Context: an optimization exercise on an open-source flow, tuned for small area, a short achievable clock period and few clock cycles. The choices shown serve that exercise and are no tape-out recipe.
Where RTL was checked, it was by simulation tests only, not by an equivalence proof against the original.
Function not checked in runs 2 to 6: the RTL went through the layout flow alone.
No activity file was given, so power comes from the tool's default toggle rates.

### design/flow/design.v
`timescale 1ns / 1ps
`default_nettype none
module rx_packet_handler #(
	parameter DATA_WIDTH = 128,
	parameter DEBUG_EN = 0
	)(
	(* X_INTERFACE_INFO = "xilinx.com:signal:clock:1.0 axi_clk CLK" *) (* X_INTERFACE_PARAMETER = "ASSOCIATED_BUSIF m_axis_eth, ASSOCIATED_RESET axi_aresetn" *)
	   input wire                            	 axi_clk,
	(* X_INTERFACE_INFO = "xilinx.com:signal:reset:1.0 axi_aresetn RST" *) (* X_INTERFACE_PARAMETER = "POLARITY ACTIVE_LOW" *)
	   input wire                            	 axi_aresetn,
	   output reg[64-1:0]       			  m_axis_eth_tdata,		
	   output reg[7:0]                        m_axis_eth_tuser,
	   output reg                             m_axis_eth_tlast,
	   output reg[64/8-1:0]     			  m_axis_eth_tkeep,
	   output reg                             m_axis_eth_tvalid,
	   input wire                             m_axis_eth_tready,
    (* X_INTERFACE_INFO = "xilinx.com:interface:bram_rtl:1.0 MODE MASTER,NAME BRAM_PORT" *)
    (* X_INTERFACE_PARAMETER = "MASTER_TYPE BRAM_CTRL, MEM_ECC NONE, MEM_WIDTH 128, MEM_SIZE 131072, READ_LATENCY 1" *)  
    (* X_INTERFACE_INFO = "xilinx.com:interface:bram:1.0 BRAM_PORT ADDR" *)
	output reg[32-1:0]   addr_o, 
    (* X_INTERFACE_INFO = "xilinx.com:interface:bram:1.0 BRAM_PORT DOUT" *) 
	input wire[DATA_WIDTH-1:0]   data_i,
	(* X_INTERFACE_INFO = "xilinx.com:interface:bram:1.0 BRAM_PORT EN" *)  
	output reg                   en_o,
    (* X_INTERFACE_INFO = "xilinx.com:interface:bram:1.0 BRAM_PORT RST" *)
	output reg                  rst_o,
    (* X_INTERFACE_INFO = "xilinx.com:interface:bram:1.0 BRAM_PORT WE" *) 
	output reg[DATA_WIDTH/8-1:0] wea_o,
	output reg wren_o,  
	   input wire[32-1:0]                     pkt_addr_i,
	   input wire[15:0]                       pkt_len_i,  
	   input wire                             pkt_addr_v_i,
	   output reg                             pkt_ack_o
  );
localparam  IDLE            = 1,
			PKT_ADDR        = 2,
			STREAM_SET      = 3, STREAM_SET_LO = 3,
			STREAM_VALID    = 4, STREAM_WAIT_HI = 4,
			STREAM_SAVE     = 5,
			STREAM_SAVE2    = 6, 
			STREAM_LAST     = 7;
localparam AXIS_TDATA_WIDTH = 64;
reg[3:0] eth_stream_state;
reg[AXIS_TDATA_WIDTH/8-1:0] tkeep_last;
reg[AXIS_TDATA_WIDTH/8-1:0] tkeep_last_reg;
reg[1:0] read_shift;  
reg      read_valid;
reg[1:0] last_shift;
reg[7:0] addr_cnt;
reg[7:0] read_cnt;
wire read_last = read_cnt == 0;
reg read_last_64;
reg first_beat;
reg[63:0] next_eth_tdata;
reg next_last;
reg[15:0] last_keep_128;
reg last_hi;
reg[DATA_WIDTH-1:0] data_save;
reg data_last_save;
reg[DATA_WIDTH-1:0] data_save2;
reg data_last_save2;
generate
	if(DATA_WIDTH==64) begin
		always @(posedge axi_clk) begin
		if (~axi_aresetn) begin
			m_axis_eth_tvalid <= 1'b0;
			pkt_ack_o         <= 1'b0;
			rst_o             <= 1'b0;
			wea_o             <= 0;
			wren_o            <= 1'b0;
			en_o              <= 1'b0;
			read_valid        <= 1'b0;
			read_shift        <= 2'b00;
			last_shift        <= 2'b00;
			read_last_64      <= 1'b0;
			eth_stream_state  <= IDLE;
		end
		else begin
			en_o       <= 1'b1;
			rst_o      <= 1'b0;
			read_shift <= {read_shift[0],1'b0};
			if(read_shift[0])
				read_valid <= 1'b1;
			last_shift   <= {last_shift[0],1'b0};
			if(last_shift[0])
				read_last_64 <= 1'b1;
			case(eth_stream_state)
				IDLE : begin   
					m_axis_eth_tuser <= 0;
					m_axis_eth_tkeep <= 8'hFF;
					pkt_ack_o        <= 1'b0;
					if(pkt_addr_v_i & ~pkt_ack_o)begin
						addr_o           <= {pkt_addr_i[31:3], 3'b000};
						read_shift[0]    <= 1'b1;
						read_cnt         <= pkt_len_i/8 - 1 + (|pkt_len_i[2:0]);
						addr_cnt         <= pkt_len_i/8 - 1 + (|pkt_len_i[2:0]);
						last_shift[0]    <= pkt_len_i < 9;
						tkeep_last_reg   <= tkeep_last;
						eth_stream_state <= STREAM_SET;
					end
				end
				PKT_ADDR : begin   
						addr_o           <= addr_o + 8;
						addr_cnt         <= addr_cnt - 1;
						last_shift[1]    <= addr_cnt == 0;
						last_shift[0]    <= addr_cnt == 1;
						read_shift[0]    <= 1'b1;
						eth_stream_state <= STREAM_SET;
				end
				STREAM_SET : begin  
					if(~|last_shift) begin
						addr_o           <= addr_o + 8;
						addr_cnt         <= addr_cnt - 1;
						last_shift[0]    <= addr_cnt == 1;
						read_shift[0]    <= 1'b1;
					end
					if(read_valid) begin
						m_axis_eth_tdata  <= data_i; 
						m_axis_eth_tvalid <= 1'b1; 
						m_axis_eth_tlast  <= read_last_64;
						read_valid        <= read_shift[0];
						eth_stream_state  <= STREAM_VALID;
						if(read_last_64) begin
							m_axis_eth_tkeep <= tkeep_last_reg;
							eth_stream_state <= STREAM_LAST;
						end
					end
				end
				STREAM_VALID : begin   
					if(~m_axis_eth_tready & read_valid & read_shift[0]) begin
						data_save        <= data_i;
						data_last_save   <= read_last_64;
						read_valid       <= read_shift[0];
						eth_stream_state <= STREAM_SAVE;
					end
					if(m_axis_eth_tready) begin
						if(~|last_shift) begin
							addr_o           <= addr_o + 8;
							addr_cnt         <= addr_cnt - 1;
							last_shift[0]    <= addr_cnt == 1;
							read_shift[0]     <= 1'b1;
						end
						m_axis_eth_tdata  <= data_i;
						read_cnt          <= read_cnt - 1;
						m_axis_eth_tlast  <= read_last_64;
						read_valid        <= read_shift[0];
						if(~read_valid) 
							eth_stream_state <= STREAM_SET;
						if(read_last_64) begin
							m_axis_eth_tkeep <= tkeep_last_reg;
							eth_stream_state <= STREAM_LAST;
						end
					end
				end
				STREAM_SAVE : begin   
					if(~m_axis_eth_tready & read_shift[0]) begin
						data_save2       <= data_i;
						data_last_save2  <= read_last_64;
						eth_stream_state <= STREAM_SAVE2;
					end
					if(m_axis_eth_tready) begin
						m_axis_eth_tdata  <= data_save;
						m_axis_eth_tlast  <= data_last_save;
						m_axis_eth_tvalid <= 1'b1;
						m_axis_eth_tkeep  <= 8'hFF;
						read_cnt          <= read_cnt - 1;
						if(~|last_shift) begin
							addr_o           <= addr_o + 8;
							addr_cnt         <= addr_cnt - 1;
							last_shift[0]    <= addr_cnt == 1;
							read_shift[0]     <= 1'b1;
						end
						if(~read_shift[0])
							eth_stream_state  <= STREAM_VALID;
						if(read_shift[0]) begin
							data_save      <= data_i;
							data_last_save <= read_last_64;
						end
						if(data_last_save) begin
							m_axis_eth_tkeep <= tkeep_last_reg;
							eth_stream_state <= STREAM_LAST;
						end
					end
				end
				STREAM_SAVE2 : begin
					if(m_axis_eth_tready) begin
						m_axis_eth_tdata  <= data_save;
						m_axis_eth_tlast  <= data_last_save;
						m_axis_eth_tkeep  <= 8'hFF;
						data_save         <= data_save2;
						data_last_save    <= data_last_save2;
						if(~|last_shift) begin
							addr_o           <= addr_o + 8;
							addr_cnt         <= addr_cnt - 1;
							last_shift[0]    <= addr_cnt == 1;
							read_shift[0]     <= 1'b1;
						end
						read_cnt          <= read_cnt - 1;
							eth_stream_state  <= STREAM_SAVE;
						if(data_last_save) begin
							m_axis_eth_tkeep <= tkeep_last_reg;
							eth_stream_state <= STREAM_LAST;
						end
					end
				end
				STREAM_LAST : begin   
					if(m_axis_eth_tready) begin
						read_shift        <= 2'b00;
						last_shift        <= 2'b00;
						read_last_64      <= 1'b0;
						pkt_ack_o         <= 1'b1;
						read_valid        <= 1'b0;
						m_axis_eth_tvalid <= 1'b0;
						m_axis_eth_tlast  <= 1'b0;
						eth_stream_state  <= IDLE;
					end
				end
				default : begin
					m_axis_eth_tvalid <= 1'b0;
					eth_stream_state  <= IDLE;
				end
			endcase
			end
		end
	end else if(DATA_WIDTH==128) begin
		always @(posedge axi_clk) begin
		if (~axi_aresetn) begin
			m_axis_eth_tvalid <= 1'b0;
			pkt_ack_o         <= 1'b0;
			rst_o             <= 1'b0;
			wea_o             <= 0;
			wren_o            <= 1'b0;
			en_o              <= 1'b0;
			read_valid        <= 1'b0;
			read_shift        <= 2'b000;
			first_beat        <= 1'b0;
			eth_stream_state  <= IDLE;
		end
		else begin
			en_o       <= 1'b1;
			rst_o      <= 1'b0;
			read_shift <= {read_shift[0],1'b0};
			if(read_shift[0])
				read_valid <= 1'b1;
			case(eth_stream_state)
				IDLE : begin   
					m_axis_eth_tuser <= 0;
					m_axis_eth_tkeep <= 8'hFF;
					pkt_ack_o        <= 1'b0;
					if(pkt_addr_v_i & ~pkt_ack_o)begin
						addr_o           <=  {pkt_addr_i[31:4],4'h0};
						read_shift[0]    <= 1'b1;
						first_beat       <= 1'b1;
						read_cnt         <= pkt_len_i/16 -1 + (|pkt_len_i[3:0]);
						last_hi          <= (pkt_len_i[3:0]==0) || (pkt_len_i[3:0]>8);
						tkeep_last_reg   <= tkeep_last;
						eth_stream_state <= STREAM_SET_LO;
					end
				end
				PKT_ADDR : begin   
					addr_o           <= addr_o + 16;
					read_shift[0]    <= 1'b1;
					eth_stream_state <= STREAM_SET_LO;
				end
				STREAM_SET_LO : begin  
					if(~m_axis_eth_tready & ~first_beat & read_valid & read_shift[0]) begin   
						data_save        <= data_i;
						data_last_save   <= read_last;
						read_valid       <= read_shift[0];
						eth_stream_state <= STREAM_SAVE;
					end
					if( (m_axis_eth_tready | first_beat) & read_valid ) begin
						first_beat        <= 1'b0;
						m_axis_eth_tdata  <= data_i[63:0];
						next_eth_tdata    <= data_i[127:64];
						addr_o            <= addr_o + 16;
						read_shift[0]    <= 1'b1;
						m_axis_eth_tvalid <= 1'b1;
						m_axis_eth_tlast  <= ~last_hi & read_last;
						read_valid        <= read_shift[0];
						read_cnt          <= read_cnt - 1;
					 	next_last         <= last_hi & read_last;
						eth_stream_state  <= STREAM_WAIT_HI;
						if(~last_hi &  read_last) begin
							m_axis_eth_tkeep <= tkeep_last_reg;
							read_shift       <= 3'b000;
							read_valid       <= 1'b0;
							eth_stream_state <= STREAM_LAST;
					    end
					end
				end
				STREAM_WAIT_HI : begin  
					if(m_axis_eth_tready) begin
						m_axis_eth_tdata <= next_eth_tdata;
						m_axis_eth_tlast <= next_last;
						eth_stream_state <= STREAM_SET_LO;
						if(next_last) begin
							m_axis_eth_tkeep <= tkeep_last_reg;
							read_shift       <= 2'b00;
							read_valid       <= 1'b0;
							eth_stream_state <= STREAM_LAST;
						end
					end
				end
				STREAM_SAVE : begin  
					if( m_axis_eth_tready) begin
						first_beat        <= 1'b0;
						m_axis_eth_tdata  <= data_save[63:0];
						next_eth_tdata    <= data_save[127:64];
						m_axis_eth_tvalid <= 1'b1;
						m_axis_eth_tlast  <= ~last_hi & data_last_save;
						read_cnt          <= read_cnt - 1;
					 	next_last         <= last_hi & data_last_save;
						eth_stream_state  <= STREAM_WAIT_HI;
						if(~last_hi &  data_last_save) begin
							m_axis_eth_tkeep <= tkeep_last_reg;
							read_shift       <= 2'b00;
							read_valid       <= 1'b0;
							eth_stream_state <= STREAM_LAST;
					    end
					end
				end
				STREAM_LAST : begin   
					if(m_axis_eth_tready) begin
						m_axis_eth_tvalid <= 1'b0;
						m_axis_eth_tlast  <= 1'b0;
						pkt_ack_o         <= 1'b1;  
						eth_stream_state  <= IDLE;
					end
				end
				default : begin
					m_axis_eth_tvalid <= 1'b0;
					eth_stream_state  <= IDLE;
				end
			endcase
			end
		end
	end
endgenerate
always @(*) begin
	case(pkt_len_i[2:0])
		3'b000 : tkeep_last = 8'hFF;
		3'b001 : tkeep_last = 8'h01;
		3'b010 : tkeep_last = 8'h03;
		3'b011 : tkeep_last = 8'h07;
		3'b100 : tkeep_last = 8'h0F;
		3'b101 : tkeep_last = 8'h1F;
		3'b110 : tkeep_last = 8'h3F;
		3'b111 : tkeep_last = 8'h7F;
	endcase
end
generate
if(DEBUG_EN) begin
	(* MARK_DEBUG="true" *)	reg[32-1:0]                    pkt_addr_i_debug;
	(* MARK_DEBUG="true" *)	reg[15:0]                      pkt_len_i_debug;
	(* MARK_DEBUG="true" *)	reg                            pkt_addr_v_i_debug;
	(* MARK_DEBUG="true" *)	reg                            pkt_ack_o_debug;
	(* MARK_DEBUG="true" *)	reg[2:0]                       eth_stream_state_debug;
	(* MARK_DEBUG="true" *) reg[AXIS_TDATA_WIDTH-1:0]      m_axis_eth_tdata_debug;		
	(* MARK_DEBUG="true" *) reg                            m_axis_eth_tlast_debug;
	(* MARK_DEBUG="true" *) reg[AXIS_TDATA_WIDTH/8-1:0]    m_axis_eth_tkeep_debug;
	(* MARK_DEBUG="true" *) reg                            m_axis_eth_tvalid_debug;
	(* MARK_DEBUG="true" *) reg                            m_axis_eth_tready_debug;
	(* MARK_DEBUG="true" *) reg[AXIS_TDATA_WIDTH/8-1:0]    tkeep_last_debug;
    (* MARK_DEBUG="true" *) reg[AXIS_TDATA_WIDTH/8-1:0]    tkeep_last_reg_debug;
    (* MARK_DEBUG="true" *) reg[32-1:0]                    addr_o_debug;
    (* MARK_DEBUG="true" *) reg[DATA_WIDTH-1:0]            data_i_debug;
    (* MARK_DEBUG="true" *) reg[1:0]                       read_shift_debug;
    (* MARK_DEBUG="true" *) reg                            read_valid_debug;
    (* MARK_DEBUG="true" *) reg[1:0]                       last_shift_debug;
    (* MARK_DEBUG="true" *) reg[7:0]                       read_cnt_debug;
    (* MARK_DEBUG="true" *) reg                            read_last_debug;
	always @(posedge axi_clk) begin
		pkt_addr_i_debug        <= pkt_addr_i;
		pkt_len_i_debug         <= pkt_len_i;
		pkt_addr_v_i_debug      <= pkt_addr_v_i;
		pkt_ack_o_debug         <= pkt_ack_o;
		eth_stream_state_debug  <= eth_stream_state;
		m_axis_eth_tdata_debug  <= m_axis_eth_tdata;
		m_axis_eth_tlast_debug  <= m_axis_eth_tlast;
		m_axis_eth_tkeep_debug  <= m_axis_eth_tkeep;
		m_axis_eth_tvalid_debug <= m_axis_eth_tvalid;
		m_axis_eth_tready_debug <= m_axis_eth_tready;
		tkeep_last_debug        <= tkeep_last;
		tkeep_last_reg_debug    <= tkeep_last_reg;
		addr_o_debug            <= addr_o;
		data_i_debug            <= data_i;
		read_shift_debug        <= read_shift;
		read_valid_debug        <= read_valid;
		last_shift_debug        <= last_shift;
		read_cnt_debug          <= read_cnt;
		read_last_debug         <= read_last;
	end
end
endgenerate
endmodule
`default_nettype wire
### design/flow/run.sh
#!/bin/bash
# synth_recipe.tcl (not shown) runs the flow's synth.tcl, then flattens the netlist and writes it again
# the make line also repeats each setting of config.mk as NAME=value (left out here)
make -C /OpenROAD-flow-scripts/flow DESIGN_CONFIG=/design/flow/config.mk WORK_HOME=/design/flow/orfs CLKGATE_MAP_FILE= SYNTH_SCRIPT=/design/flow/synth_recipe.tcl finish
### design/flow/config.mk
export PLATFORM = sky130hd
export DESIGN_NAME = rx_packet_handler
export DESIGN_NICKNAME = rx_packet_handler
export VERILOG_FILES = /design/flow/design.v
export SDC_FILE = /design/flow/constraint.sdc
export NUM_CORES = 4
export LEC_CHECK = 0
export CAP_MARGIN = 20
export CORE_AREA = 5 5 185 185
export DIE_AREA = 0 0 190 190
export SLEW_MARGIN = 20
### design/flow/constraint.sdc
create_clock -name core_clock -period 3.0 [get_ports {axi_clk}]
set_input_delay 0.6000 -clock core_clock [delete_from_list [all_inputs] [get_ports {axi_clk}]]
set_output_delay 0.6000 -clock core_clock [all_outputs]
set_load 0.01 [all_outputs]
==> out/qor.yml, run 1 <==
setup_path:
  reg2reg_slack_ns: 0.59
  timing.rr.end: "m_axis_eth_tkeep[4]"
  endpoint: "m_axis_eth_tkeep[4]"
  required_ns: 3.21
  cpLargestDelayFamily: "simple AND/OR/NAND/NOR gates"
  crit_top_cell: "a21oi_1"
  path_buf_inv: 2
  end_kind: "flop"
  reg2regPathDepth: 8
  cp-startpoint: "read_cnt[0]"
  cp_num_cells: 8
  critPathKind: "reg -> reg"
  arrival_ns: 2.62
  cp_max_fo: 7
  start_kind: "flop"
  crit_path_top_delay_cell: "edfxtp_1"
  reg2reg_from: "read_cnt[0]"
  max_stage_delay_ns: 0.40
  path_cells: "inv_1 > ha_1 > nor4b_1 > nand2_1 > a21oi_1 > a21oi_1 > a2111oi_2 > buf_4"
grt:
  antenna_found_initial: 12
  grt_pass1_vias: 8506
  grt_pass1_wl_mm: 48.4
  track_usage_pct: 17.0
  grt_max_degree: 131
  grt_overflow: 0
synthesis:
  synth-xor-area-share_pct: 2.48
  ys_dominant_reg_cell: "edfxtp_1"
  ys_top_cells_by_count: "edfxtp_1, nor2_1, a21oi_1"
  ys_async_sr_fraction_pct: 0
  synth_most_common_cell: "edfxtp_1"
  netlist_area_um2: 13800
  synth_warnings: 1
  synthMuxAreaShare_pct: 10.1
  yosysUniqueCellTypes: 53
  syn_inst: 962
  yosys.area.top_type: "edfxtp_1"
  ys_ff_latch: 319
  yosys.area_share.simple_pct: 8.22
  yosysSeqAreaShare_pct: 68.8
  syn_avg_cell_area_um2: 14.3
  synthAdderAreaFrac_pct: 0.817
  synth_edf_count: 310
  synth_top_family_by_area: "multiplexers"
  synth_top_area_share_pct: 67.5
  synth_compound_gate_area_share_pct: 5.72
  ys_top_cells_by_area: "edfxtp_1, mux2i_1, mux2_2"
cts:
  htree_levels: 2
  cts_made_buffers: 37
  clockBufferDepth: 3
  hold_buffers: 0
  cts-resized-gates: 0
  cts.sinks: 319
  tritoncts: "built"
  clk_pin_slew_ns: 0.05
  clock_latency_ns: 0.52
  post_cts_buffers: 0
  root_buffer: "clkbuf_16"
power:
  ir_drop_mv: 0.389
  power_density_nw_per_um2: 666
  p_leak_nw: 6.61
floorplanning:
  core_area_um2: 32300
  die_area_um2: 36100
  start_util_pct: 42.7
  io_pins: 314
  rows: 66
  die_width_um: 190
  fp.dieH_um: 190
sta:
  max_freq_ghz: 0.415
  rsz0062_at_grt: "false"
  final-hold-violation-count: 0
  fin_ws_ns: 0.591
  setup_viol: 0
  drv_slew: 0
  fin_crit_ns: 2.41
  slew_headroom_pct: 52.1
  fin_setup_tns_ns: 0
  clock_skew_ns: 0.0162
  period_share_pct: 80.3
  tightest_slew_ns: 0.718
place:
  place_ws_ns: 0.297
  placedCellCount: 1651
  dp_hpwl_mm: 21.2
  gp_congestion: 0.847
  io_buffers: 274
final_layout:
  regMostFlops: "data_save"
  largest_reg_flops: 128
  fin_cells: 1718
  syn2layout_area_growth_pct: 32.2
  reg_top3: "data_save (128), m_axis_eth_tdata (64), next_eth_tdata (64)"
  layout-drive-gt1-share_pct: 11.1
  antenna_cells: 0
  fin_nets: 1437
min_path:
  hold_start: "tkeep_last_reg[2]"
  min_path_type: "reg -> reg"
detailed_routing:
  via_per_inst: 4.93
  drcViolationCount: 0
  antenna_left: 0
  wl_mm: 31.7
  drt_iter0_drc: 395
  drt-wirelength-per-cell_um: 18.5
  drt_pass1_iterations: 4
  vias: 8471
flow_run:
  drv_cap: 0
run_status:
  status: "no timing/DRC/antenna violations"
-- routing by layer --
metal  share of wire [%]  track usage [%]
met5                0.48                0
met4                 1.4             3.42
met3                 8.9             6.26
met2                  47             27.5
met1                  42             22.3
-- final cells by class --
cell class / instances / area, um^2
clock buffer: 47 / 1010
clock inverter: 20 / 176
fill: 2654 / 14100
inverter: 12 / 45.0
multi-input combinational: 582 / 3930
sequential: 319 / 9490
tap: 442 / 553
timing repair buffer: 296 / 3020
-- worst min path at each step --
| stage | end | slack (ns) | cells past startpoint |
|---|---|---|---|
| final | m_axis_eth_tkeep[2] | 0.50 | 1 |
| after global routing | m_axis_eth_tkeep[2] | 0.51 | 1 |
| after CTS | m_axis_eth_tkeep[2] | 0.50 | 1 |
| after detailed placement | m_axis_eth_tkeep[2] | 0.48 | 1 |
| after global placement | m_axis_eth_tkeep[4] | 0.48 | 1 |
| after floorplan | read_valid | 0.47 | 2 |
-- layout by cell type, fill, tap and decap left out, types with 11 or more instances in the layout --
cell type and count:
edfxtp_1 310, clkdlybuf4s50_1 274, nor2_1 81, a21oi_1 75, nand2_1 68, mux2i_1 66, o21ai_0 39, clkbuf_16 38
mux2_2 37, conb_1 31, mux2_1 28, xnor2_1 23, xor2_1 16, buf_4 13, nand2b_1 12, o21ai_1 12
clkinv_2 12, inv_1 11
-- cells by family after synthesis --
| logic type | Yosys count |
|---|---|
| xor gates and xnor gates | 39 |
| adders and majority gates | 9 |
| DFF | 319 |
| other | 2 |
| muxes | 131 |
| and+or+nand+nor | 226 |
| buffers and inverters | 90 |
| AOI/OAI and AO/OA | 146 |
-- per-stage QoR --
stage / power (W) / cell area, um^2 / utilization [%] / hold WS [ns]
6_report: 0.0121 / 18200 / 56.5 / 0.497
5_1_grt: 0.0127 / 18200 / 56.5 / 0.512
4_1_cts: 0.0123 / 18200 / 56.5 / 0.497
3_5_place_dp: 0.00787 / 17000 / 52.8 / 0.484
3_3_place_gp: 0.00784 / 17000 / 52.8 / 0.481
2_1_floorplan: 0.00694 / 13900 / - / 0.470
-- worst register-to-register path: cells and delay by family, from the launching register on --
| kind | cells | cell delay, ns |
|---|---|---|
| flip-flops | 1 | 0.40 |
| adder cells (fa/ha/maj) | 1 | 0.17 |
| buffers and inverters | 2 | 0.35 |
| AND/OR/NAND/NOR | 2 | 0.64 |
| AO/OA/AOI/OAI | 3 | 0.57 |
-- power breakdown --
part	leakage [nW]	switching, W	internal, W	total, W
clock	0.598	0.00180	0.00259	0.00438
combinational	3.14	0.00113	0.00104	0.00217
sequential	2.87	0.000259	0.00532	0.00558
total	6.61	0.00318	0.00896	0.0121
Testbench counts, summed over its fixed seeds: cycles 117,945.
==> run 2, diff against run 1 <==
==> design/flow/design.v (replaced) <==
`timescale 1ns / 1ps
`default_nettype none
module rx_packet_handler #(
	parameter DATA_WIDTH = 128,
	parameter DEBUG_EN = 0
	)(
	input  wire                    axi_clk,
	input  wire                    axi_aresetn,
	output wire [63:0]             m_axis_eth_tdata,
	output wire [7:0]              m_axis_eth_tuser,
	output wire                    m_axis_eth_tlast,
	output wire [7:0]              m_axis_eth_tkeep,
	output wire                    m_axis_eth_tvalid,
	input  wire                    m_axis_eth_tready,
	output wire [31:0]             addr_o,
	input  wire [DATA_WIDTH-1:0]   data_i,
	output wire                    en_o,
	output wire                    rst_o,
	output wire [DATA_WIDTH/8-1:0] wea_o,
	output wire                    wren_o,
	input  wire [31:0]             pkt_addr_i,
	input  wire [15:0]             pkt_len_i,
	input  wire                    pkt_addr_v_i,
	output wire                    pkt_ack_o
	);
reg       valid;      
reg       half;       
reg       line_last;  
reg       last_two;   
reg [2:0] last_keep;  
reg       ack_late;   
reg [6:0] line;       
reg       next_last;  
wire beat_end  = half | (line_last & ~last_two);
wire free      = ~valid | (m_axis_eth_tready & beat_end);
wire rd        = free & pkt_addr_v_i & ~ack_late;
wire first     = line == 7'd0;
wire rd_last   = first ? pkt_len_i[11:0] <= 12'd16 : next_last;
wire ack       = ack_late | (rd & ~first & next_last);
wire tlast     = line_last & (half | ~last_two);
always @(posedge axi_clk) begin
	if (~axi_aresetn) begin
		valid <= 1'b0;
		ack_late <= 1'b0;
		line     <= 7'd0;
	end else begin
		ack_late <= rd & first & rd_last;
		if (rd) begin
			line      <= rd_last ? 7'd0 : line + 7'd1;
			next_last <= {{1'b0, line} + 8'd2, 4'h0} >= pkt_len_i[11:0];
			valid <= 1'b1;
		end else if (m_axis_eth_tready & beat_end) begin
			valid <= 1'b0;
		end
	end
end
always @(posedge axi_clk) begin
	if (rd) begin
		half      <= 1'b0;
		line_last <= rd_last;
		last_two  <= (pkt_len_i[3:0] == 4'd0) | (pkt_len_i[3:0] > 4'd8);
		last_keep <= pkt_len_i[2:0];
	end else if (m_axis_eth_tready) begin
		half <= 1'b1;
	end
end
assign m_axis_eth_tdata  = half ? data_i[127:64] : data_i[63:0];
assign m_axis_eth_tuser  = 8'h00;
assign m_axis_eth_tlast  = tlast;
assign m_axis_eth_tkeep  = tlast ? ~(8'hFE << (last_keep - 3'd1)) : 8'hFF;
assign m_axis_eth_tvalid = valid;
assign addr_o    = {15'd0, pkt_addr_i[16:11], line, 4'h0};
assign en_o      = rd;
assign rst_o     = 1'b0;
assign wea_o     = {(DATA_WIDTH/8){1'b0}};
assign wren_o    = 1'b0;
assign pkt_ack_o = ack;
endmodule
`default_nettype wire
==> design/flow/flow/run.sh (new file) <==
#!/bin/bash
# Own layout flow: the standard flow (standard synthesis unchanged), with
# one change: the port buffers are the smallest buffer instead of the delay
# cell buffer_ports picks by default, and a single tie cell per constant value.
set -euo pipefail
bash standard.sh \
  "BUFFER_PORTS_ARGS=-buffer_cell sky130_fd_sc_hd__buf_1" \
  "SKIP_REPAIR_TIE_FANOUT=1" \
  finish > flow_make.log 2>&1
==> design/flow/standard.sh (new file) <==
#!/bin/bash
# synth_recipe.tcl (not shown) runs the flow's synth.tcl, then flattens the netlist and writes it again
# the make line also repeats each setting of config.mk as NAME=value (left out here)
make -C /OpenROAD-flow-scripts/flow DESIGN_CONFIG=/design/flow/config.mk WORK_HOME=/design/flow/orfs CLKGATE_MAP_FILE= SYNTH_SCRIPT=/design/flow/synth_recipe.tcl "${@:-finish}"
--- a/design/flow/config.mk
+++ b/design/flow/config.mk
@@ -6,6 +6,7 @@
 export NUM_CORES = 4
 export LEC_CHECK = 0
 export CAP_MARGIN = 20
-export CORE_AREA = 5 5 185 185
-export DIE_AREA = 0 0 190 190
+export CORE_AREA = 4 4 68 68
+export CTS_BUF_LIST = sky130_fd_sc_hd__clkbuf_4 sky130_fd_sc_hd__clkbuf_8
+export DIE_AREA = 0 0 72 72
 export SLEW_MARGIN = 20
removed: design/flow/run.sh
==> run 2 against run 1 <==
Net effect:
- the flow now stops in 3_2_place_iop
- synthesized cell count fell by 73%
- synthesized area down 83%
==> out/qor.yml, run 2 <==
run_status:
  stop_stage: "3_2_place_iop"
  tool.error: "[ERROR PPL-0024] Number of IO pins (314) exceeds maximum number of available positions (250). Increase the die perimeter from 288.00um to 427.04um."
  status: "stopped before the end"
synthesis:
  synth_top_area_share_pct: 30.7  # -37 points
  ys_top_cells_by_area: "mux2_2, buf_4, dfxtp_1"
  syn_avg_cell_area_um2: 9.02  # -37%
  ys_async_sr_fraction_pct: 0  # unchanged
  ys_ff_latch: 16  # -95%
  synth_edf_count: 6  # -98%
  ys_top_cells_by_count: "mux2_2, buf_4, inv_1"
  synth_warnings: 1  # unchanged
  yosysSeqAreaShare_pct: 16.2  # -53 points
  synth_most_common_cell: "mux2_2"
  netlist_area_um2: 2340  # -83%
  syn_inst: 260  # -73%
  ys_dominant_reg_cell: "dfxtp_1"
  yosys.area.top_type: "mux2_2"
  yosysUniqueCellTypes: 45  # -15%
floorplanning:
  die_width_um: 72  # -62%
  start_util_pct: 59.0  # +16 points
  fp.dieH_um: 72  # -62%
  rows: 23  # -65%
-- run 2: cell count changes after synthesis, moves of 19 or more --
cell | before | now
nor2_1 | 81 | 8
xnor2_1 | 23 | 1
nand2_1 | 69 | 12
edfxtp_1 | 310 | 6
a21oi_1 | 76 | 7
mux2_1 | 28 | 0
buf_2 | 25 | 5
mux2_2 | 37 | 64
o21ai_0 | 39 | 6
mux2i_1 | 66 | 0
buf_4 | 33 | 52
-- run 2: logic make-up after synthesis --
| group | Yosys count | synth area share [%] |
|---|---|---|
| adders and majority gates | 15 | 8.00 |
| AOI/OAI and AO/OA | 28 | 9.29 |
| xor gates and xnor gates | 5 | 1.87 |
| other | 2 | 0.320 |
| and+or+nand+nor | 48 | 11.2 |
| buffers and inverters | 82 | 22.4 |
| DFF | 16 | 16.2 |
| muxes | 64 | 30.7 |
==> run 3, diff against run 2 <==
--- a/design/flow/config.mk
+++ b/design/flow/config.mk
@@ -6,7 +6,7 @@
 export NUM_CORES = 4
 export LEC_CHECK = 0
 export CAP_MARGIN = 20
-export CORE_AREA = 4 4 68 68
+export CORE_AREA = 4 4 104 104
 export CTS_BUF_LIST = sky130_fd_sc_hd__clkbuf_4 sky130_fd_sc_hd__clkbuf_8
-export DIE_AREA = 0 0 72 72
+export DIE_AREA = 0 0 108 108
 export SLEW_MARGIN = 20
==> run 3 against run 2 <==
Net effect:
- now clean on timing, DRC and antenna
- synthesized area is the same
- synthesized cell count is the same
==> out/qor.yml, run 3 <==
sta:
  rsz0062_at_grt: "false"
  setup_viol: 0
  drv_slew: 0
  period_share_pct: 82.6
  fin_ws_ns: 0.523
  tightest_slew_ns: 0.812
  fin_setup_tns_ns: 0
  clock_skew_ns: 0.00103
  final-hold-violation-count: 0
  slew_headroom_pct: 45.9
  fin_crit_ns: 2.48
  max_freq_ghz: 0.404
power:
  ir_drop_mv: 0.238
  pwr-share-seq_pct: 27.3
  power.clock.fraction_pct: 19.3
  p_int_w: 0.000540
  power_density_nw_per_um2: 303
  combinationalPowerShare_pct: 53.3
  p_leak_nw: 1.12
  sw_frac_of_total_pct: 40.0
  p_sw_w: 0.000359
detailed_routing:
  antenna_left: 0
  via_per_inst: 4.30
  drt_pass1_iterations: 4
  drt-wirelength-per-cell_um: 17.3
  vias: 2412
  drt_iter0_drc: 111
  drcViolationCount: 0
  wl_mm: 9.71
synthesis:
  ys_top_cells_by_area: "mux2_2, buf_4, dfxtp_1"
  yosysUniqueCellTypes: 45  # unchanged
  synth_edf_count: 6  # unchanged
  netlist_area_um2: 2340  # unchanged
  ys_dominant_reg_cell: "dfxtp_1"
  ys_async_sr_fraction_pct: 0  # unchanged
  syn_avg_cell_area_um2: 9.02  # unchanged
  synth_warnings: 1  # unchanged
  ys_ff_latch: 16  # unchanged
  synth_most_common_cell: "mux2_2"
  synth_top_area_share_pct: 30.7  # unchanged
  yosysSeqAreaShare_pct: 16.2  # unchanged
  ys_top_cells_by_count: "mux2_2, buf_4, inv_1"
  yosys.area.top_type: "mux2_2"
  syn_inst: 260  # unchanged
place:
  dp_hpwl_mm: 8.62
  io_buffers: 225
  gp_congestion: 0.830
  placedCellCount: 557
  place_ws_ns: 0.634
floorplanning:
  die_area_um2: 11700
  io_pins: 314
  rows: 36  # +57%
  core_area_um2: 9770
  fp.dieH_um: 108  # +50%
  start_util_pct: 24.0  # -35 points
  die_width_um: 108  # +50%
cts:
  hold_buffers: 0
  clockBufferDepth: 2
  cts_made_buffers: 3
  post_cts_buffers: 0
  clk_pin_slew_ns: 0.06
  cts.sinks: 16
  tritoncts: "built"
  cts-resized-gates: 0
  htree_levels: 1
  root_buffer: "clkbuf_8"
  clock_latency_ns: 0.24
final_layout:
  antenna_cells: 0
  fin_cells: 561
  syn2layout_area_growth_pct: 26.4
  layout-drive-gt1-share_pct: 18.5
  final_common_cell: "buf_1"
  largest_reg_flops: 7
  fin_nets: 624
  reg_top3: "line (7), last_keep (3)"
  layout_common_cells: "buf_1, mux2_2, inv_1, ha_1, nand2_1"
  regMostFlops: "line"
grt:
  grt_overflow: 0
  grt_pass1_wl_mm: 12.4
  grt_max_degree: 65
  antenna_found_initial: 0
  track_usage_pct: 14.1
  grt_pass1_vias: 2226
min_path:
  min_path_type: "reg -> reg"
  hold_start: "valid"
setup_path:
  end_kind: "output pin"
  start_kind: "flop"
  reg2reg_from: "line[2]"
  required_ns: 2.40
  cp-startpoint: "half"
  critPathKind: "reg -> out"
  arrival_ns: 1.88
  reg2reg_slack_ns: 0.66
  cp_max_fo: 64
flow_run:
  drv_cap: 0
run_status:
  status: "no timing/DRC/antenna violations"
## run 3: cell counts after synthesis
No cell type changed its count.
## run 3: worst paths after layout
path | end | depth (start not counted)
worst max register to register | next_last | 8
worst min-delay path | valid | 2
worst min register to register | valid | 2
worst max-delay path | m_axis_eth_tdata[6] | 3
## run 3: cell type report
class                      count  area (um^2)
fill                        1083         6810
clock buffer                   4         48.8
inverter                      20         75.1
tap                          133          166
sequential                    16          382
timing repair buffer         226          852
multi-input combinational    162         1440
## run 3: metrics by stage
| stage | hold WS [ns] | power (W) | cell area, um^2 | util (%) |
|---|---|---|---|---|
| after floorplan | 0.493 | 0.000584 | 2340 | - |
| after global placement | 0.467 | 0.000726 | 2910 | 29.8 |
| after detailed placement | 0.481 | 0.000732 | 2910 | 29.8 |
| after CTS | 0.492 | 0.000912 | 2960 | 30.3 |
| after global routing | 0.528 | 0.000967 | 2960 | 30.3 |
| final | 0.487 | 0.000899 | 2960 | 30.3 |
## run 3: cell families (layout without fill, tap and decap cells)
kind of cell | count (synthesis) | in the layout | synth area share [%]
buffers and inverters | 82 | 250 | 22.4
muxes | 64 | 64 | 30.7
AOI/OAI and AO/OA | 28 | 28 | 9.29
and+or+nand+nor | 48 | 48 | 11.2
DFF | 16 | 16 | 16.2
other | 2 | 2 | 0.320
adders and majority gates | 15 | 15 | 8.00
xor gates and xnor gates | 5 | 5 | 1.87
## run 3: power groups by stage
stage | logic, W | clock network (W) | registers, W
5_1_grt | 0.000528 | 0.000192 | 0.000248
3_3_place_gp | 0.000475 | 0 | 0.000251
6_report | 0.000480 | 0.000174 | 0.000246
2_1_floorplan | 0.000336 | 0 | 0.000249
3_5_place_dp | 0.000482 | 0 | 0.000251
4_1_cts | 0.000485 | 0.000181 | 0.000246
## run 3: worst max-delay path, cell delays in order (launching register included)
cell	delay, ns
dfxtp_2	0.35
buf_4	0.61
mux2_2	0.44
buf_1	0.21
## run 3: layer usage
| layer | wire length [um] | track usage (%) | part of all wire, % |
|---|---|---|---|
| met1 | 3890 | 18.0 | 40 |
| met2 | 4120 | 20.1 | 42 |
| met3 | 1700 | 10.8 | 17 |
| met4 | 0 | 0.271 | 0 |
| met5 | 0 | 0 | 0 |
==> run 4, diff against run 3 <==
--- a/design/flow/config.mk
+++ b/design/flow/config.mk
@@ -9,4 +9,5 @@
 export CORE_AREA = 4 4 104 104
 export CTS_BUF_LIST = sky130_fd_sc_hd__clkbuf_4 sky130_fd_sc_hd__clkbuf_8
 export DIE_AREA = 0 0 108 108
+export SETUP_SLACK_MARGIN = 1.4
 export SLEW_MARGIN = 20
==> run 4 against run 3 <==
Net effect:
- sequential power barely moved
- critical path type unchanged
- first-iteration DRC count rose by 2.7%
- die area did not move
- combinational power rose by 95%
- largest cell class is now non-clock buffers
- flip-flop and latch count did not move
- fmax rose by 15%
- synthesized area did not move
- clock power fell by 3%
- cell count rose by 8.0%
- clock skew barely moved
- hold slack improved by 0.0055 ns
- cell area rose by 56%
==> out/qor.yml, run 4 <==
cts:
  cts.sinks: 16  # unchanged
  clk_pin_slew_ns: 0.06  # about the same
  cts_made_buffers: 3  # unchanged
  clockBufferDepth: 2  # unchanged
  htree_levels: 1  # unchanged
  tritoncts: "built"
  root_buffer: "clkbuf_8"
  clock_latency_ns: 0.25  # about the same
setup_path:
  arrival_ns: 1.56  # -0.32 ns
  timing.rr.end: "next_last"
  reg2regPathDepth: 8  # unchanged
  critPathKind: "reg -> out"
  end_kind: "output pin"
  reg2reg_from: "line[1]"
  start_kind: "flop"
  required_ns: 2.40  # about the same
  reg2reg_slack_ns: 1.03  # +0.37 ns
  cp_max_fo: 3  # -95%
sta:
  slew_headroom_pct: 65.4  # +20 points
  setup_viol: 0  # unchanged
  clock_skew_ns: 0.000956  # -0.0000691 ns
  drv_slew: 0  # unchanged
  rsz0062_at_grt: "true"
  fin_setup_tns_ns: 0  # unchanged
  max_freq_ghz: 0.463  # +15%
  fin_crit_ns: 2.16  # -0.318 ns
  final-hold-violation-count: 0  # unchanged
  period_share_pct: 72.0  # -11 points
  tightest_slew_ns: 0.517  # -0.295 ns
grt:
  grt_pass1_vias: 2719  # +22%
  grt_overflow: 0  # unchanged
  grt_pass1_wl_mm: 14.8  # +19%
  track_usage_pct: 16.5  # +2.4 points
  gr-usage-met1_pct: 20.1  # +2.1 points
  antenna_found_initial: 0  # unchanged
  met3_usage_pct: 5.01  # -5.8 points
  grt_max_degree: 46  # -29%
  grt_util_met2_pct: 28.7  # +8.6 points
  busiest_layer: "met2"
final_layout:
  syn2layout_area_growth_pct: 97.2
  fin_nets: 669  # +7.2%
  antenna_cells: 0  # unchanged
  layout-drive-gt1-share_pct: 50.5  # +32 points
  layout_common_cells: "buf_1, buf_6, mux2_4, buf_4, inv_1"
  final_common_cell: "buf_1"
  reg_top3: "line (7), last_keep (3)"
  regMostFlops: "line"
  largest_reg_flops: 7  # unchanged
  fin_cells: 606  # +8.0%
min_path:
  min_path_type: "reg -> reg"
  hold_start: "valid"
  hold_depth: 2  # unchanged
  holdPathEnd: "valid"
synthesis:
  ys_top_cells_by_area: "mux2_2, buf_4, dfxtp_1"
  yosysSeqAreaShare_pct: 16.2  # unchanged
  syn_avg_cell_area_um2: 9.02  # unchanged
  yosysUniqueCellTypes: 45  # unchanged
  netlist_area_um2: 2340  # unchanged
  ys_top_cells_by_count: "mux2_2, buf_4, inv_1"
  syn_inst: 260  # unchanged
  ys_dominant_reg_cell: "dfxtp_1"
  ys_ff_latch: 16  # unchanged
  synth_warnings: 1  # unchanged
  synth_edf_count: 6  # unchanged
  synth_most_common_cell: "mux2_2"
  ys_async_sr_fraction_pct: 0  # unchanged
  synth_top_area_share_pct: 30.7  # unchanged
  yosys.area.top_type: "mux2_2"
floorplanning:
  die_width_um: 108  # unchanged
  io_pins: 314  # unchanged
  rows: 36  # unchanged
  fp.dieH_um: 108  # unchanged
  die_area_um2: 11700  # unchanged
  start_util_pct: 24.0  # unchanged
  core_area_um2: 9770  # unchanged
detailed_routing:
  via_per_inst: 4.40  # +2.3%
  antenna_left: 0  # unchanged
  wl_mm: 11.5  # +18%
  drt_pass1_iterations: 4  # unchanged
  drcViolationCount: 0  # unchanged
  drt-wirelength-per-cell_um: 18.9  # +9.3%
  vias: 2665  # +10%
  drt_iter0_drc: 114  # +2.7%
place:
  dp_hpwl_mm: 8.04  # -6.6%
  io_buffers: 225  # unchanged
  gp_congestion: 0.822  # -0.96%
  placedCellCount: 557  # unchanged
flow_run:
  drv_cap: 0  # unchanged
power:
  ir_drop_mv: 0.139  # -42%
  power_density_nw_per_um2: 292  # -3.7%
  p_leak_nw: 2.11  # +88%
run_status:
  status: "no timing/DRC/antenna violations"
-- run 4: cell counts after synthesis --
Identical to the previous run, type by type.
-- run 4: worst max-delay path by stage --
stage | slack, ns | endpoint | start | cells after the start
after detailed placement | 0.79 | pkt_ack_o | m_axis_eth_tready | 6
after global routing | 0.77 | m_axis_eth_tkeep[1] | last_keep[0] | 8
after floorplan | 1.07 | next_last | line[2] | 7
after global placement | 0.80 | pkt_ack_o | m_axis_eth_tready | 6
final | 0.84 | m_axis_eth_tkeep[6] | last_keep[1] | 8
after CTS | 0.85 | m_axis_eth_tkeep[4] | last_keep[0] | 8
-- run 4: critical path, cell delays in order (launching register included) --
cell and delay (ns):
edfxtp_1 0.39, inv_2 0.10, ha_4 0.14, inv_2 0.04, ha_4 0.26, inv_4 0.04
buf_6 0.10, o21ai_2 0.09, buf_2 0.14
-- run 4: power breakdown --
group / switching (W) / internal [W]
sequential: 0.0000124 / 0.000236
combinational: 0.000383 / 0.000552
clock: 0.0000771 / 0.0000910
total: 0.000473 / 0.000878
-- run 4: metrics by stage --
stage | instance area (um^2) | worst slack [ns] | utilization (%) | total power [W] | hold WS, ns
2_1_floorplan | 2710 | 1.07 | - | 0.000681 | 0.493
3_3_place_gp | 3210 | 0.796 | 32.8 | 0.000793 | 0.464
3_5_place_dp | 3210 | 0.793 | 32.8 | 0.000799 | 0.467
4_1_cts | 4080 | 0.854 | 41.8 | 0.00121 | 0.491
5_1_grt | 4620 | 0.769 | 47.3 | 0.00142 | 0.538
6_report | 4620 | 0.841 | 47.3 | 0.00135 | 0.493
-- run 4: what timing repair did --
item	4_1_cts	5_1_grt
cloned	7	2
endpoints found under the setup margin	84	84
gates resized for setup	126	136
pin swaps	12	20
setup buffers	26	10
hold buffers	0	0
-- run 4: cell type report --
class / count / area (um^2)
tap: 133 / 166
multi-input combinational: 163 / 1930
clock buffer: 3 / 41.3
inverter: 20 / 90.1
sequential: 16 / 399
timing repair buffer: 270 / 2000
fill: 922 / 5150
clock inverter: 1 / 3.75
-- run 4: cells by family (layout without fill, tap and decap cells) --
logic type	Yosys count	in the layout	synth area share, %
buffers and inverters	82	294	22.4
other	2	2	0.320
XOR/XNOR	5	5	1.87
AND/OR/NAND/NOR	48	48	11.2
AO/OA/AOI/OAI	28	29	9.29
multiplexers	64	64	30.7
flip-flops	16	16	16.2
adder cells (fa/ha/maj)	15	15	8.00
-- run 4: per-layer routing --
| metal | part of all wire (%) | vias up |
|---|---|---|
| li1 | - | 1280 |
| met2 | 49 | 132 |
| met4 | 1.2 | 0 |
| met1 | 40 | 1240 |
| met5 | 0 | - |
| met3 | 9.7 | 13 |
==> run 5, diff against run 4 <==
--- a/design/flow/design.v
+++ b/design/flow/design.v
@@ -24,20 +24,21 @@
 	output wire                    pkt_ack_o
 	);
 reg       valid;      
-reg       half;       
+reg       sel_lo;     
+reg       sel_hi;     
 reg       line_last;  
 reg       last_two;   
 reg [2:0] last_keep;  
 reg       ack_late;   
 reg [6:0] line;       
 reg       next_last;  
-wire beat_end  = half | (line_last & ~last_two);
+wire beat_end  = sel_hi | (line_last & ~last_two);
 wire free      = ~valid | (m_axis_eth_tready & beat_end);
 wire rd        = free & pkt_addr_v_i & ~ack_late;
 wire first     = line == 7'd0;
 wire rd_last   = first ? pkt_len_i[11:0] <= 12'd16 : next_last;
 wire ack       = ack_late | (rd & ~first & next_last);
-wire tlast     = line_last & (half | ~last_two);
+wire tlast     = line_last & (sel_hi | ~last_two);
 always @(posedge axi_clk) begin
 	if (~axi_aresetn) begin
 		valid <= 1'b0;
@@ -56,15 +57,17 @@
 end
 always @(posedge axi_clk) begin
 	if (rd) begin
-		half      <= 1'b0;
+		sel_lo    <= 1'b1;
+		sel_hi    <= 1'b0;
 		line_last <= rd_last;
 		last_two  <= (pkt_len_i[3:0] == 4'd0) | (pkt_len_i[3:0] > 4'd8);
 		last_keep <= pkt_len_i[2:0];
 	end else if (m_axis_eth_tready) begin
-		half <= 1'b1;
+		sel_lo <= 1'b0;
+		sel_hi <= 1'b1;
 	end
 end
-assign m_axis_eth_tdata  = half ? data_i[127:64] : data_i[63:0];
+assign m_axis_eth_tdata  = ({64{sel_lo}} & data_i[63:0]) | ({64{sel_hi}} & data_i[127:64]);
 assign m_axis_eth_tuser  = 8'h00;
 assign m_axis_eth_tlast  = tlast;
 assign m_axis_eth_tkeep  = tlast ? ~(8'hFE << (last_keep - 3'd1)) : 8'hFF;
==> run 5 against run 4 <==
Net effect:
- clock skew rose by 0.0015 ns
- fmax barely moved
- flip-flop and latch count rose by 1
- synthesized area fell by 5.9%
- clock-buffer cell count did not move
- utilization fell by 7.8 points
- sequential share of layout area rose by 2.5 points
- worst setup slack barely moved
- register-to-register slack improved by 0.06 ns
- die area did not move
- global-route usage rose by 0.41 points
- clock power rose by 5%
- largest cell class unchanged
==> out/qor.yml, run 5 <==
run_status:
  status: "no timing/DRC/antenna violations"
grt:
  met3_usage_pct: 5.55  # +0.54 points
  grt_pass1_vias: 2616  # -3.8%
  grt_pass1_wl_mm: 14.8  # unchanged
  grt_max_degree: 46  # unchanged
  grt_util_met2_pct: 28.6  # -0.089 points
  busiest_layer: "met2"
  gr-usage-met1_pct: 20.3  # +0.20 points
  track_usage_pct: 16.9  # +0.41 points
  grt_overflow: 0  # unchanged
  antenna_found_initial: 2  # +2
detailed_routing:
  via_per_inst: 4.79  # +8.9%
  antenna_left: 0  # unchanged
  drt-wirelength-per-cell_um: 19.2  # +1.4%
  drcViolationCount: 0  # unchanged
  vias: 2911  # +9.2%
  drt_iter0_drc: 226  # +98%
  drt_pass1_iterations: 4  # unchanged
  wl_mm: 11.7  # +1.8%
floorplanning:
  die_width_um: 108  # unchanged
  rows: 36  # unchanged
  core_area_um2: 9770  # unchanged
  die_area_um2: 11700  # unchanged
  start_util_pct: 22.6  # -1.4 points
  fp.dieH_um: 108  # unchanged
  io_pins: 314  # unchanged
place:
  io_buffers: 225  # unchanged
  gp_congestion: 0.854  # +3.9%
  placed_cell_area_um2: 2850  # -11%
  dp_hpwl_mm: 8.44  # +4.9%
  place_ws_ns: 0.706  # -0.0876 ns
final_layout:
  antenna_cells: 0  # unchanged
  fin_util_pct: 39.5  # -7.8 points
  largest_reg_flops: 7  # unchanged
  design_area_um2: 3860  # -16%
  fin_nets: 671  # +0.30%
  final_common_cell: "buf_1"
  reg_top3: "line (7), last_keep (3)"
  regArea_um2: 432  # +8.2%
  fillers: 1018  # +10%
  multi_input_area_um2: 1460  # -24%
  layout_common_cells: "buf_1, a22o_1, buf_2, buf_6, buf_4"
  regMostFlops: "line"
  syn2layout_area_growth_pct: 75.2
  layout-drive-gt1-share_pct: 35.6  # -15 points
sta:
  period_share_pct: 72.0  # about the same
  max_freq_ghz: 0.463  # about the same
  fin_ws_ns: 0.841  # +0.000139 ns
  fin_setup_tns_ns: 0  # unchanged
  final-hold-violation-count: 0  # unchanged
  clock_skew_ns: 0.00247  # +0.00151 ns
  fin_crit_ns: 2.16  # -0.000139 ns
  setup_viol: 0  # unchanged
  rsz0062_at_grt: "true"
  drv_slew: 0  # unchanged
min_path:
  min_path_type: "reg -> reg"
  holdPathEnd: "line[0]"
  hold_start: "line[0]"
  hold_depth: 2  # unchanged
synthesis:
  synth_top_area_share_pct: 25.4  # -5.3 points
  synth_most_common_cell: "a22o_1"
  yosysUniqueCellTypes: 43  # -4.4%
  ys_top_cells_by_count: "a22o_1, buf_4, inv_1"
  ys_top_cells_by_area: "a22o_1, buf_4, dfxtp_1"
  syn_inst: 272  # +4.6%
  ys_ff_latch: 17  # +1
  yosysSeqAreaShare_pct: 18.2  # +1.9 points
  ys_async_sr_fraction_pct: 0  # unchanged
  ys_dominant_reg_cell: "dfxtp_1"
  synth_edf_count: 6  # unchanged
  yosys.area.top_type: "a22o_1"
  netlist_area_um2: 2210  # -5.9%
  synth_warnings: 1  # unchanged
  syn_avg_cell_area_um2: 8.11  # -10%
cts:
  hold_buffers: 0  # unchanged
  cts.sinks: 17  # +1
  tritoncts: "built"
  clock_latency_ns: 0.26  # about the same
  clockBufferDepth: 2  # unchanged
  clk_pin_slew_ns: 0.07  # about the same
  root_buffer: "clkbuf_8"
  htree_levels: 1  # unchanged
  cts_made_buffers: 3  # unchanged
setup_path:
  reg2reg_from: "line[1]"
  start_kind: "flop"
  critPathKind: "reg -> out"
  end_kind: "output pin"
  reg2reg_slack_ns: 1.09  # +0.06 ns
  reg2regPathDepth: 7  # -1
  required_ns: 2.40  # about the same
  cp_max_fo: 14  # +11
  timing.rr.end: "next_last"
  arrival_ns: 1.56  # about the same
power:
  power_w: 0.00123  # -9.2%
  power_density_nw_per_um2: 318  # +8.6%
  p_leak_nw: 1.73  # -18%
  ir_drop_mv: 0.171  # +23%
flow_run:
  drv_cap: 0  # unchanged
-- run 5: what timing repair did --
item	CTS	global route
resized for setup	132	41
setup buffers	17	17
cloned	7	0
setup endpoints to repair	83	83
pin swaps	64	25
-- run 5: worst max-delay path by stage --
stage,end,from,cells past startpoint
final,pkt_ack_o,last_two,6
after detailed placement,pkt_ack_o,m_axis_eth_tready,6
after global routing,m_axis_eth_tkeep[2],last_keep[0],8
after global placement,pkt_ack_o,m_axis_eth_tready,6
after floorplan,pkt_ack_o,m_axis_eth_tready,5
after CTS,m_axis_eth_tkeep[2],last_keep[0],8
-- run 5: layout make-up --
cell class                      count  share of cell area, %
Multi-Input combinational cell    162                   37.8
Clock inverter                      1                  0.129
Inverter                           23                   2.43
Sequential cell                    17                   11.2
Tap cell                          133                   4.31
Clock buffer                        3                   1.07
Timing Repair Buffer              269                   43.1
-- run 5: cell families after synthesis --
family / synth area share (%)
compound gates: 33.2
xor+xnor: 1.99
buf+inv: 25.5
other cells: 0.340
simple gates: 12.4
fa+ha+maj: 8.51
flops: 18.2
-- run 5: per-layer routing --
layer / up-vias / routed length, um / share of wire (%)
met5: - / 34 / 0.29
met4: 4 / 348 / 3.0
met3: 17 / 1310 / 11
met2: 150 / 5690 / 49
met1: 1384 / 4280 / 37
li1: 1356 / - / -
-- run 5: power breakdown --
part | leakage (nW) | switching, W | internal (W)
clock | 0.0255 | 0.0000834 | 0.0000923
sequential | 0.154 | 0.0000145 | 0.000249
combinational | 1.55 | 0.000381 | 0.000407
total | 1.73 | 0.000479 | 0.000748
-- run 5: worst max-delay path, cell delays in order, from the launching register on --
cell and delay (ns):
edfxtp_1 0.41, nor2b_2 0.17, o21ai_4 0.07, a21o_4 0.24, inv_8 0.11, a31o_4 0.15
buf_1 0.16
-- run 5: stage by stage --
step                instances  hold WS, ns
floorplan                 272        0.493
global placement          563        0.479
detailed placement        563        0.477
CTS                       591        0.498
global route              608        0.509
finish                    608        0.498
==> run 6, diff against run 5 <==
==> design/flow/design.v (replaced) <==
`timescale 1ns / 1ps
`default_nettype none
module rx_packet_handler #(
	parameter DATA_WIDTH = 128,
	parameter DEBUG_EN = 0
	)(
	input  wire                    axi_clk,
	input  wire                    axi_aresetn,
	output wire [63:0]             m_axis_eth_tdata,
	output wire [7:0]              m_axis_eth_tuser,
	output wire                    m_axis_eth_tlast,
	output wire [7:0]              m_axis_eth_tkeep,
	output wire                    m_axis_eth_tvalid,
	input  wire                    m_axis_eth_tready,
	output wire [31:0]             addr_o,
	input  wire [DATA_WIDTH-1:0]   data_i,
	output wire                    en_o,
	output wire                    rst_o,
	output wire [DATA_WIDTH/8-1:0] wea_o,
	output wire                    wren_o,
	input  wire [31:0]             pkt_addr_i,
	input  wire [15:0]             pkt_len_i,
	input  wire                    pkt_addr_v_i,
	output wire                    pkt_ack_o
	);
reg            valid;       
reg  [1:0]     sel_lo;      
reg  [1:0]     sel_hi;      
reg            beat_end;    
reg            tlast;       
reg            line_last;   
reg [2:0]      last_keep;   
reg            ack_late;    
reg [6:0]      line;        
reg            ack_next;    
wire [10:0] len_m1   = pkt_len_i[10:0] - 11'd1;
wire        last_two = len_m1[3];
wire free    = ~valid | (m_axis_eth_tready & beat_end);
wire rd      = free & pkt_addr_v_i & ~ack_late;
wire first   = line == 7'd0;
wire rd_last = first ? len_m1[10:4] == 7'd0 : ack_next;
always @(posedge axi_clk) begin
	if (~axi_aresetn) begin
		valid    <= 1'b0;
		ack_late <= 1'b0;
		ack_next <= 1'b0;
		line     <= 7'd0;
	end else begin
		ack_late <= rd & first & rd_last;
		if (rd) begin
			line     <= rd_last ? 7'd0 : line + 7'd1;
			ack_next <= ~rd_last & (line + 7'd1 == len_m1[10:4]);
			valid    <= 1'b1;
		end else if (m_axis_eth_tready & beat_end) begin
			valid    <= 1'b0;
		end
	end
end
always @(posedge axi_clk) begin
	if (rd) begin
		sel_lo    <= 2'b11;
		sel_hi    <= 2'b00;
		beat_end  <= rd_last & ~last_two;
		tlast     <= rd_last & ~last_two;
		line_last <= rd_last;
		last_keep <= pkt_len_i[2:0];
	end else if (m_axis_eth_tready) begin
		sel_lo[0] <= 1'b0;
		sel_hi[0] <= 1'b1;
		beat_end  <= 1'b1;
		tlast     <= line_last;
	end
	if (~rd & m_axis_eth_tready & valid) begin
		sel_lo[1] <= 1'b0;
		sel_hi[1] <= 1'b1;
	end
end
genvar i;
generate
	for (i = 0; i < 64; i = i + 1) begin : g_tdata
		assign m_axis_eth_tdata[i] = (sel_lo[i/32] & data_i[i]) | (sel_hi[i/32] & data_i[64+i]);
	end
endgenerate
assign m_axis_eth_tuser  = 8'h00;
assign m_axis_eth_tlast  = tlast;
assign m_axis_eth_tkeep  = tlast ? ~(8'hFE << (last_keep - 3'd1)) : 8'hFF;
assign m_axis_eth_tvalid = valid;
assign addr_o    = {15'd0, pkt_addr_i[16:11], line, 4'h0};
assign en_o      = rd;
assign rst_o     = 1'b0;
assign wea_o     = {(DATA_WIDTH/8){1'b0}};
assign wren_o    = 1'b0;
assign pkt_ack_o = ack_late | (rd & ack_next);
endmodule
`default_nettype wire
--- a/design/flow/config.mk
+++ b/design/flow/config.mk
@@ -7,7 +7,9 @@
 export LEC_CHECK = 0
 export CAP_MARGIN = 20
 export CORE_AREA = 4 4 104 104
-export CTS_BUF_LIST = sky130_fd_sc_hd__clkbuf_4 sky130_fd_sc_hd__clkbuf_8
+export CTS_BUF_LIST = sky130_fd_sc_hd__clkbuf_8 sky130_fd_sc_hd__clkbuf_16
+export CTS_CLUSTER_DIAMETER = 500
+export CTS_CLUSTER_SIZE = 100
 export DIE_AREA = 0 0 108 108
-export SETUP_SLACK_MARGIN = 1.4
+export SETUP_SLACK_MARGIN = 1.1
 export SLEW_MARGIN = 20
==> run 6 against run 5 <==
Net effect:
- critical path depth increased by 2
- global-route usage decreased by 3.5 points
- clock-buffer cell count is the same
- utilization shrank 5.4 points
- via count decreased by 5.0%
- critical path type is now in -> reg
==> out/qor.yml, run 6 <==
run_status:
  status: "no timing/DRC/antenna violations"
synthesis:
  ys_dominant_reg_cell: "dfxtp_1"
  ys_top_cells_by_area: "a22o_1, buf_4, dfxtp_1"
  netlist_area_um2: 2270  # +2.7%
  synth_edf_count: 6  # unchanged
  synth_most_common_cell: "a22o_1"
  synth_warnings: 1  # unchanged
  ys_async_sr_fraction_pct: 0  # unchanged
  synth_top_area_share_pct: 24.7  # -0.67 points
  syn_avg_cell_area_um2: 8.27  # +2.0%
  ys_ff_latch: 20  # +3
  ys_top_cells_by_count: "a22o_1, buf_4, clkbuf_1"
  yosys.area.top_type: "a22o_1"
  yosysUniqueCellTypes: 44  # +2.3%
  syn_inst: 274  # +0.74%
  yosysSeqAreaShare_pct: 20.3  # +2.2 points
final_layout:
  layout-drive-gt1-share_pct: 17.5  # -18 points
  fin_nets: 643  # -4.2%
  reg_top3: "line (7), last_keep (3)"
  regArea_um2: 470  # +9.0%
  regMostFlops: "line"
  design_area_um2: 3340  # -14%
  final_common_cell: "buf_1"
  fin_util_pct: 34.2  # -5.4 points
  antenna_cells: 0  # unchanged
  multi_input_area_um2: 1440  # -1.1%
  largest_reg_flops: 7  # unchanged
  fin_cells: 589  # -3.1%
  fillers: 1046  # +2.8%
  syn2layout_area_growth_pct: 47.3
  layout_common_cells: "buf_1, a22o_1, buf_4, nand2_1, buf_6"
floorplanning:
  start_util_pct: 23.2  # +0.61 points
  io_pins: 314  # unchanged
  die_area_um2: 11700  # unchanged
  rows: 36  # unchanged
  die_width_um: 108  # unchanged
  core_area_um2: 9770  # unchanged
  fp.dieH_um: 108  # unchanged
cts:
  htree_levels: 1  # unchanged
  cts_made_buffers: 3  # unchanged
  clockBufferDepth: 2  # unchanged
  root_buffer: "clkbuf_8"
  hold_buffers: 0  # unchanged
  clock_latency_ns: 0.26  # about the same
  tritoncts: "built"
  clk_pin_slew_ns: 0.08  # about the same
  cts.sinks: 20  # +3
sta:
  slew_headroom_pct: 58.9
  fin_setup_tns_ns: 0  # unchanged
  max_freq_ghz: 0.450  # -2.9%
  final-hold-violation-count: 0  # unchanged
  clock_skew_ns: 0.00280  # +0.000333 ns
  setup_viol: 0  # unchanged
  fin_crit_ns: 2.22  # +0.0654 ns
  tightest_slew_ns: 0.617
  rsz0062_at_grt: "true"
  drv_slew: 0  # unchanged
  period_share_pct: 74.2  # +2.2 points
min_path:
  holdPathEnd: "tlast"
  min_path_type: "reg -> reg"
  hold_depth: 2  # unchanged
  hold_start: "line_last"
setup_path:
  path_cells: "buf_8 > or4_4 > buf_12 > xnor2_4 > o31ai_4 > o21ai_1 > and3_1 > a41o_1"
  required_ns: 3.15  # +0.75 ns
  arrival_ns: 2.38  # +0.82 ns
  reg2regPathDepth: 6  # -1
  cp_max_fo: 5  # -9
  end_kind: "flop"
  crit_path_top_delay_cell: "or4_4"
  start_kind: "primary input"
  cpLargestDelayFamily: "simple AND/OR/NAND/NOR gates"
  reg2reg_slack_ns: 0.90  # -0.19 ns
  timing.rr.end: "ack_next"
  critPathKind: "in -> reg"
  reg2reg_from: "line[2]"
  max_stage_delay_ns: 0.59  # +0.18 ns
  path_buf_inv: 2  # unchanged
detailed_routing:
  drcViolationCount: 0  # unchanged
  drt_iter0_drc: 186  # -18%
  drt_pass1_iterations: 4  # unchanged
  antenna_left: 0  # unchanged
  vias: 2764  # -5.0%
  drt-met1-wl_mm: 3.85  # -10%
  drt-wirelength-per-cell_um: 15.8  # -18%
  via_per_inst: 4.69  # -2.0%
  wl_met3_um: 725  # -45%
  wl_mm: 9.32  # -20%
  met2_length_mm: 4.68  # -18%
  dr.max_layer_used: "met4"
power:
  ir_drop_mv: 0.169  # -1.1%
  power_density_nw_per_um2: 346  # +8.9%
  power_w: 0.00115  # -6.0%
  p_leak_nw: 1.26  # -27%
grt:
  antenna_found_initial: 0  # -2
  grt_pass1_vias: 2569  # -1.8%
  grt_pass1_wl_mm: 12.7  # -14%
  grt_max_degree: 46  # unchanged
  track_usage_pct: 13.5  # -3.5 points
  grt_overflow: 0  # unchanged
place:
  io_buffers: 224  # -0.44%
  gp_congestion: 0.830  # -2.8%
  placed_cell_area_um2: 2870  # +0.62%
  placedCellCount: 566  # +0.53%
  dp_hpwl_mm: 7.35  # -13%
flow_run:
  drv_cap: 0  # unchanged
==> run 6: cell types whose count changed in the layout (fill, tap and decap cells not counted), moves of 7 or more <==
cell,previous run,this run
buf_1,151,212
buf_16,7,0
buf_2,51,4
buf_6,33,12
dfxtp_1,2,10
ha_1,10,2
==> run 6: kinds of logic (layout without fill, tap and decap cells) <==
kind of cell / Yosys count / in the layout / synth area share, %
compound gates: 90 / 90 / 32.6
buf+inv: 86 / 268 / 23.2
simple gates: 56 / 56 / 14.1
flops: 20 / 20 / 20.3
xor+xnor: 13 / 13 / 5.63
fa+ha+maj: 6 / 6 / 3.31
other cells: 2 / 2 / 0.331
mux: 1 / 1 / 0.442
==> run 6: repair_timing <==
action | CTS | global route
setup endpoints to repair | 54 | 62
gates resized for setup | 50 | 22
pin swaps | 13 | 8
hold endpoints to repair | 0 | 0
buffers inserted | 13 | 6
==> run 6: worst reg2reg max path, delay by kind of cell (launching register included) <==
family | cells | cell delay [ns]
simple gates | 4 | 0.80
compound gates | 1 | 0.32
xor+xnor | 1 | 0.39
flops | 1 | 0.50
==> run 6: worst max path at each step <==
stage                                     end    startpoint  depth (start not counted)
final                                 line[4]  pkt_len_i[2]                          8
after CTS                 m_axis_eth_tkeep[5]  last_keep[0]                          7
after detailed placement              line[4]  pkt_len_i[2]                          7
after floorplan                      ack_next  pkt_len_i[2]                          7
after global routing                 ack_next       line[2]                          6
after global placement                line[4]  pkt_len_i[2]                          7
==> run 6: where the power goes <==
part / internal, W / switching [W] / total [W] / leakage, nW
Sequential: 0.000296 / 0.0000241 / 0.000320 / 0.175
Clock: 0.000178 / 0.0000962 / 0.000274 / 0.0357
Combinational: 0.000248 / 0.000312 / 0.000559 / 1.05
==> run 6: layout make-up <==
cell class                 count  share of cell area, %
multi-input combinational    168                   43.3
timing repair buffer         250                   34.0
sequential                    20                   14.1
tap                          133                   4.99
inverter                      14                   1.57
clock buffer                   3                   1.24
clock inverter                 1                  0.900
==> run 6: stage by stage <==
step / hold WS [ns] / setup WS [ns]
6_report: 0.531 / 0.775
5_1_grt: 0.552 / 0.740
4_1_cts: 0.520 / 0.830
3_5_place_dp: 0.508 / 0.292
3_3_place_gp: 0.500 / 0.351
2_1_floorplan: 0.476 / 0.632
==> run 6: metal layers <==
metal | GRT usage (%) | vias up
li1 | - | 1320
met1 | 17.8 | 1304
met2 | 23.0 | 131
met3 | 2.39 | 9
met4 | 2.80 | 0
met5 | 0 | -

static timing again, ports no longer ideal:
No port has a modelled driver above. Below, the same layouts with a new extraction and two added sets of constraints. Step 1 assumes that a clkbuf_16 drives the clock port and a buf_2 every other input. Step 2 adds t to the input delays and takes it off the output delays; t is the mean of the earliest and latest rising clock arrival at the registers after step 1. Input paths then give back, and output paths get back, about the clock's delay inside the block. a / b / c = ideal / step 1 / step 2; a / b = the first two.
run	t (ns)	setup slack, ns	hold WS [ns]	slew at the worst register clock pin (ns)
run 1	0.560	0.591 / 0.591 / 0.283	0.497 / 0.497 / 0.497	0.06 / 0.06
run 3	0.266	0.523 / 0.501 / 0.652	0.487 / 0.487 / 0.487	0.06 / 0.06
run 4	0.279	0.841 / 0.814 / 0.983	0.493 / 0.493 / 0.493	0.06 / 0.06
run 5	0.277	0.841 / 0.818 / 0.906	0.498 / 0.498 / 0.498	0.07 / 0.07
run 6	0.286	0.775 / 0.758 / 0.471	0.531 / 0.531 / 0.531	0.08 / 0.08
After both steps setup and hold are still met in every run listed. The setup slack of run 1, which loses most, moves by 0.000 ns with the drivers and by -0.308 ns with both steps.
